This is an optimization exercise on Yosys and OpenROAD, whose aim is small area, not a production implementation.
Function was checked by simulation only, so behaviour that the tests miss may differ from the original.
Power figures rest on the tool's default switching activity, not on a simulated workload.

Design TX, start of the top module:
module TX(input clk, input rst, input in, input run, input [3:0]rate, input tx_request, output [51:0]out, output valid, output ready, output [1:0]cr, output [1:0]mod);
reg m1, m0, c1;
assign mod = {m1, m0};
assign cr = {c1, ~c1 & m1 & m0};
wire m3 = m1 & m0;
wire m2 = m1 & ~m0;
wire nz = m1 | m0;
wire cr_half = ~c1 & ~cr[0];
always @(posedge clk, negedge rst) begin
	if(~rst) begin
		m1 <= 1'b1; m0 <= 1'b1; c1 <= 1'b1;
	end
	else if(tx_request) begin
		m1 <= ~(rate[2] & rate[0]);
		m0 <= ~(rate[3] & rate[0]);
		c1 <= rate[1] | ~rate[0];
	end
end
reg st;               
reg [6:0] scn;        
reg [6:0] d;          
reg [1:0] q;          
reg en, enb;          
wire vr = run & st;
wire fb = scn[6] ^ scn[3];
wire en_n = vr & (cr_half | q != 2'd1);
assign ready = st;
always @(posedge clk, negedge rst) begin
	if(~rst) begin
		st <= 1'b0;
		scn <= 7'h00;
		d <= 7'd0;
		q <= 2'd0;
		en <= 1'b0;
	end
	else begin
		st <= 1'b1;
		en <= en_n;
		if(vr) begin
			scn <= {scn[5:0], ~fb};
			d <= {d[5:0], in ^ fb};
			q <= (q == 2'd3 || (q == 2'd2 && c1)) ? 2'd0 : q + 2'd1;
		end
	end
end
always @(posedge clk) enb <= ~en_n;
wire ea = d[0] ^ d[2] ^ d[3] ^ d[5] ^ d[6];
wire eb = d[0] ^ d[1] ^ d[2] ^ d[3] ^ d[6];
reg r1, r2;
wire qa = q[0] ^ q[1];
wire xa = (cr_half | qa) ? ea : (q[0] | c1) ? r1 : r2;
wire xb = (cr[0] & ~qa) ? ea : eb;
always @(posedge clk) begin
	r1 <= ea;
	r2 <= eb;
end
wire mq0 = ~m1 & ~m0;    
wire mq1 = ~m1 & m0;     
reg [136:0] ev, od;
wire g2 = en & m2, g2n = en & ~m2;
wire g1 = en & mq1, g1n = en & ~mq1;
wire g0 = en & mq0, g0n = en & ~mq0;
reg [136:0] evs, ods;    
integer p;
always @(*) begin
  ...
For scale: ~840 cells after synthesis, roughly 67 I/O pins, roughly 10000 um2 of cells after synthesis.
export LEC_CHECK = 0
export CAP_MARGIN = 20
export CORE_MARGIN = 2
export CORE_UTILIZATION = 70
export PLACE_DENSITY = 0.8
export SLEW_MARGIN = 20
create_clock -name core_clock -period 8.0 [get_ports {clk}]
standard.sh (not shown) runs the stock make flow with config.mk's settings and CLKGATE_MAP_FILE= SYNTH_SCRIPT=/design/flow/synth_recipe.tcl, a recipe that flattens the netlist after the stock synthesis.
==> flow/flow/run.sh <==
#!/bin/bash
# ORFS layout as in standard.sh, with these changes:
#  - synthesis maps logic with an area-recovering ABC script (flow/abc_area.script)
#    instead of ORFS's speed script; registers are mapped exactly as before
#  - port buffers use buf_1
#  - the clock tree uses clkbuf_8 with clusters of up to 18 sinks and no dummy loads
#  - the constant outputs share the tie cells (no tie fanout repair)
#  - no adder extraction before ABC (ADDER_MAP_FILE empty), so ABC maps all logic
# make's output goes to flow_run.log; ORFS keeps each step's log under orfs/logs.
set -euo pipefail
W=$(pwd)
F=$W/flow
# synthesis script: ORFS synth.tcl with the ABC script replaced
python3 - "$FLOW_HOME/scripts/synth.tcl" "$W/synth_area.tcl" "$F/abc_area.script" <<'PY'
import sys
src, dst, script = sys.argv[1:]
s = open(src).read()
a = "  log_cmd abc {*}$abc_args\n"
assert s.count(a) == 1
s = s.replace(a, "  set abc_args [lreplace $abc_args 1 1 %s]\n%s" % (script, a))
open(dst, "w").write(s)
PY
sed "s#source \$::env(SCRIPTS_DIR)/synth.tcl#source $W/synth_area.tcl#" synth_recipe.tcl > synth_top.tcl
grep -q "synth_area.tcl" synth_top.tcl
sed -e "s#SYNTH_SCRIPT=[^ ]*#SYNTH_SCRIPT=$W/synth_top.tcl ADDER_MAP_FILE=#" standard.sh > flow_run.sh
grep -q "synth_top.tcl ADDER_MAP_FILE=" flow_run.sh
export SKIP_REPAIR_TIE_FANOUT=1
export BUFFER_PORTS_ARGS="-buffer_cell sky130_fd_sc_hd__buf_1"
export CTS_ARGS="-sink_clustering_enable -repair_clock_nets -dont_use_dummy_load -buf_list sky130_fd_sc_hd__clkbuf_4 -sink_clustering_buffer sky130_fd_sc_hd__clkbuf_8 -sink_clustering_size 19 -sink_clustering_max_diameter 60"
bash flow_run.sh > flow_run.log 2>&1
==> flow/flow/abc_area.script <==
&get -n
&st
&syn2
&dch
&nf -R 1000 -p -F 16 -C 32 -E 100
&put
The first run passed the timing, DRC and antenna checks.
Rerun with:
--- a/flow/flow/run.sh
+++ b/flow/flow/run.sh
@@ -29 +29 @@
-export CTS_ARGS="-sink_clustering_enable -repair_clock_nets -dont_use_dummy_load -buf_list sky130_fd_sc_hd__clkbuf_4 -sink_clustering_buffer sky130_fd_sc_hd__clkbuf_8 -sink_clustering_size 19 -sink_clustering_max_diameter 60"
+export CTS_ARGS="-sink_clustering_enable -repair_clock_nets -dont_use_dummy_load -buf_list sky130_fd_sc_hd__clkbuf_8 -sink_clustering_size 19 -sink_clustering_max_diameter 70"
Effect:
- The changed run completed without violations
- core utilization rises by 0.13 points
- fmax rises by 2.9%
- clock-buffer cell count is unchanged
- hold slack barely changes
- clock power rises by about 2%
- routed wire length rises by 0.69%
- sequential share of layout area stays flat
- flip-flop and latch count stays the same
- total power rises by 0.54%
- area after synthesis stays the same
Rerun with:
--- a/flow/flow/run.sh
+++ b/flow/flow/run.sh
@@ -8 +7,0 @@
-#  - no adder extraction before ABC (ADDER_MAP_FILE empty), so ABC maps all logic
@@ -25,2 +24,2 @@
-sed -e "s#SYNTH_SCRIPT=[^ ]*#SYNTH_SCRIPT=$W/synth_top.tcl ADDER_MAP_FILE=#" standard.sh > flow_run.sh
-grep -q "synth_top.tcl ADDER_MAP_FILE=" flow_run.sh
+sed "s#SYNTH_SCRIPT=[^ ]*#SYNTH_SCRIPT=$W/synth_top.tcl#" standard.sh > flow_run.sh
+grep -q "synth_top.tcl" flow_run.sh
@@ -29 +28 @@
-export CTS_ARGS="-sink_clustering_enable -repair_clock_nets -dont_use_dummy_load -buf_list sky130_fd_sc_hd__clkbuf_8 -sink_clustering_size 19 -sink_clustering_max_diameter 70"
+export CTS_ARGS="-sink_clustering_enable -repair_clock_nets -dont_use_dummy_load -buf_list sky130_fd_sc_hd__clkbuf_8 -sink_clustering_size 18 -sink_clustering_max_diameter 60"
The new run finished with timing, DRC and antenna clean.
Core utilization rose by 0.40 points.
Total power is higher by 2.9%.
Setup slack gains 0.37 ns.
Sequential power hardly moves.
Via count fell by 2.1%.
Wire length shrinks by 1.2%.
Rerun with:
--- a/flow/flow/run.sh
+++ b/flow/flow/run.sh
@@ -6 +6,2 @@
-#  - the clock tree uses clkbuf_8 with clusters of up to 18 sinks and no dummy loads
+#  - the clock tree drives clusters of up to 19 sinks from clkbuf_8 leaf buffers,
+#    with clkbuf_4 above them and no dummy loads
@@ -7,0 +9 @@
+#  - no adder extraction before ABC (ADDER_MAP_FILE empty), so ABC maps all logic
@@ -24,2 +26,2 @@
-sed "s#SYNTH_SCRIPT=[^ ]*#SYNTH_SCRIPT=$W/synth_top.tcl#" standard.sh > flow_run.sh
-grep -q "synth_top.tcl" flow_run.sh
+sed -e "s#SYNTH_SCRIPT=[^ ]*#SYNTH_SCRIPT=$W/synth_top.tcl ADDER_MAP_FILE=#" standard.sh > flow_run.sh
+grep -q "synth_top.tcl ADDER_MAP_FILE=" flow_run.sh
@@ -28 +30 @@
-export CTS_ARGS="-sink_clustering_enable -repair_clock_nets -dont_use_dummy_load -buf_list sky130_fd_sc_hd__clkbuf_8 -sink_clustering_size 18 -sink_clustering_max_diameter 60"
+export CTS_ARGS="-sink_clustering_enable -repair_clock_nets -dont_use_dummy_load -buf_list sky130_fd_sc_hd__clkbuf_4 -sink_clustering_buffer sky130_fd_sc_hd__clkbuf_8 -sink_clustering_size 20 -sink_clustering_max_diameter 50"
CAP_MARGIN = 0   (was 20)
SLEW_MARGIN = 0   (was 20)
What happened: The new run ran to the end with no violations. Maximum frequency falls by 10%. Setup slack degrades by 0.57 ns. Routed wire length rises by 0.72%. Sequential share of layout area rises by 0.59 points. Register-to-register slack improves by 0.60 ns. Clock power rises by about 0.9%. Power falls by 2.6%.
Rerun with:
--- a/flow/flow/run.sh
+++ b/flow/flow/run.sh
@@ -6,2 +6 @@
-#  - the clock tree drives clusters of up to 19 sinks from clkbuf_8 leaf buffers,
-#    with clkbuf_4 above them and no dummy loads
+#  - the clock tree uses clkbuf_8 with clusters of up to 18 sinks and no dummy loads
@@ -30 +29 @@
-export CTS_ARGS="-sink_clustering_enable -repair_clock_nets -dont_use_dummy_load -buf_list sky130_fd_sc_hd__clkbuf_4 -sink_clustering_buffer sky130_fd_sc_hd__clkbuf_8 -sink_clustering_size 20 -sink_clustering_max_diameter 50"
+export CTS_ARGS="-sink_clustering_enable -repair_clock_nets -dont_use_dummy_load -buf_list sky130_fd_sc_hd__clkbuf_8 -sink_clustering_size 18 -sink_clustering_max_diameter 60"
CAP_MARGIN = 20   (was 0)
SLEW_MARGIN = 20   (was 0)
What happened: Maximum frequency increases by 3.1%; power barely changes; die area stays the same; utilization grows by 0.19 points; count of clock-buffer cells in the layout shrinks by 2; worst setup slack is better by 0.17 ns; clock skew drops by 0.020 ns.
Rerun with:
--- a/flow/flow/run.sh
+++ b/flow/flow/run.sh
@@ -6 +6,2 @@
-#  - the clock tree uses clkbuf_8 with clusters of up to 18 sinks and no dummy loads
+#  - the clock tree drives clusters of up to 19 sinks from clkbuf_8 leaf buffers,
+#    with clkbuf_4 above them and no dummy loads
@@ -29 +30 @@
-export CTS_ARGS="-sink_clustering_enable -repair_clock_nets -dont_use_dummy_load -buf_list sky130_fd_sc_hd__clkbuf_8 -sink_clustering_size 18 -sink_clustering_max_diameter 60"
+export CTS_ARGS="-sink_clustering_enable -repair_clock_nets -dont_use_dummy_load -buf_list sky130_fd_sc_hd__clkbuf_4 -sink_clustering_buffer sky130_fd_sc_hd__clkbuf_8 -sink_clustering_size 19 -sink_clustering_max_diameter 60"
After rerunning: The new run finished clean; sequential power hardly moves; synthesized cell count does not change; synthesized area stays the same; worst hold slack got worse by 0.013 ns; sequential share of layout area grows by 0.17 points.

[what the ideal ports hide]
The results above use ideal ports. As a check the final layouts listed here were re-extracted and re-timed, cells and wires unchanged.
Step 1: set_driving_cell puts a clkbuf_16 on clk and a buf_2 on each other input, an assumption about the parent block.
Step 2, shift: input delay + t, output delay - t, t = (earliest + latest rising clock arrival at the registers) / 2. This alone moves slack from input paths to output paths.
a / b / c = ideal / step 1 / step 2; a / b = the first two.
run | t, ns | setup WS [ns] | clock arrival spread, ns | worst register clock-pin slew, ns
the first run | 0.675 | 2.322 / 2.285 / 2.960 | 0.062 / 0.061 | 0.12 / 0.12
the second run | 0.553 | 2.484 / 2.444 / 2.997 | 0.045 / 0.046 | 0.11 / 0.11
the third run | 0.556 | 2.857 / 2.816 / 3.372 | 0.041 / 0.041 | 0.11 / 0.11
the fourth run | 0.692 | 2.287 / 2.250 / 2.942 | 0.058 / 0.058 | 0.12 / 0.12
the fifth run | 0.561 | 2.459 / 2.421 / 2.983 | 0.037 / 0.037 | 0.11 / 0.11
the sixth run | 0.675 | 2.322 / 2.285 / 2.960 | 0.062 / 0.061 | 0.12 / 0.12
After both steps setup and hold are still met in every run listed.
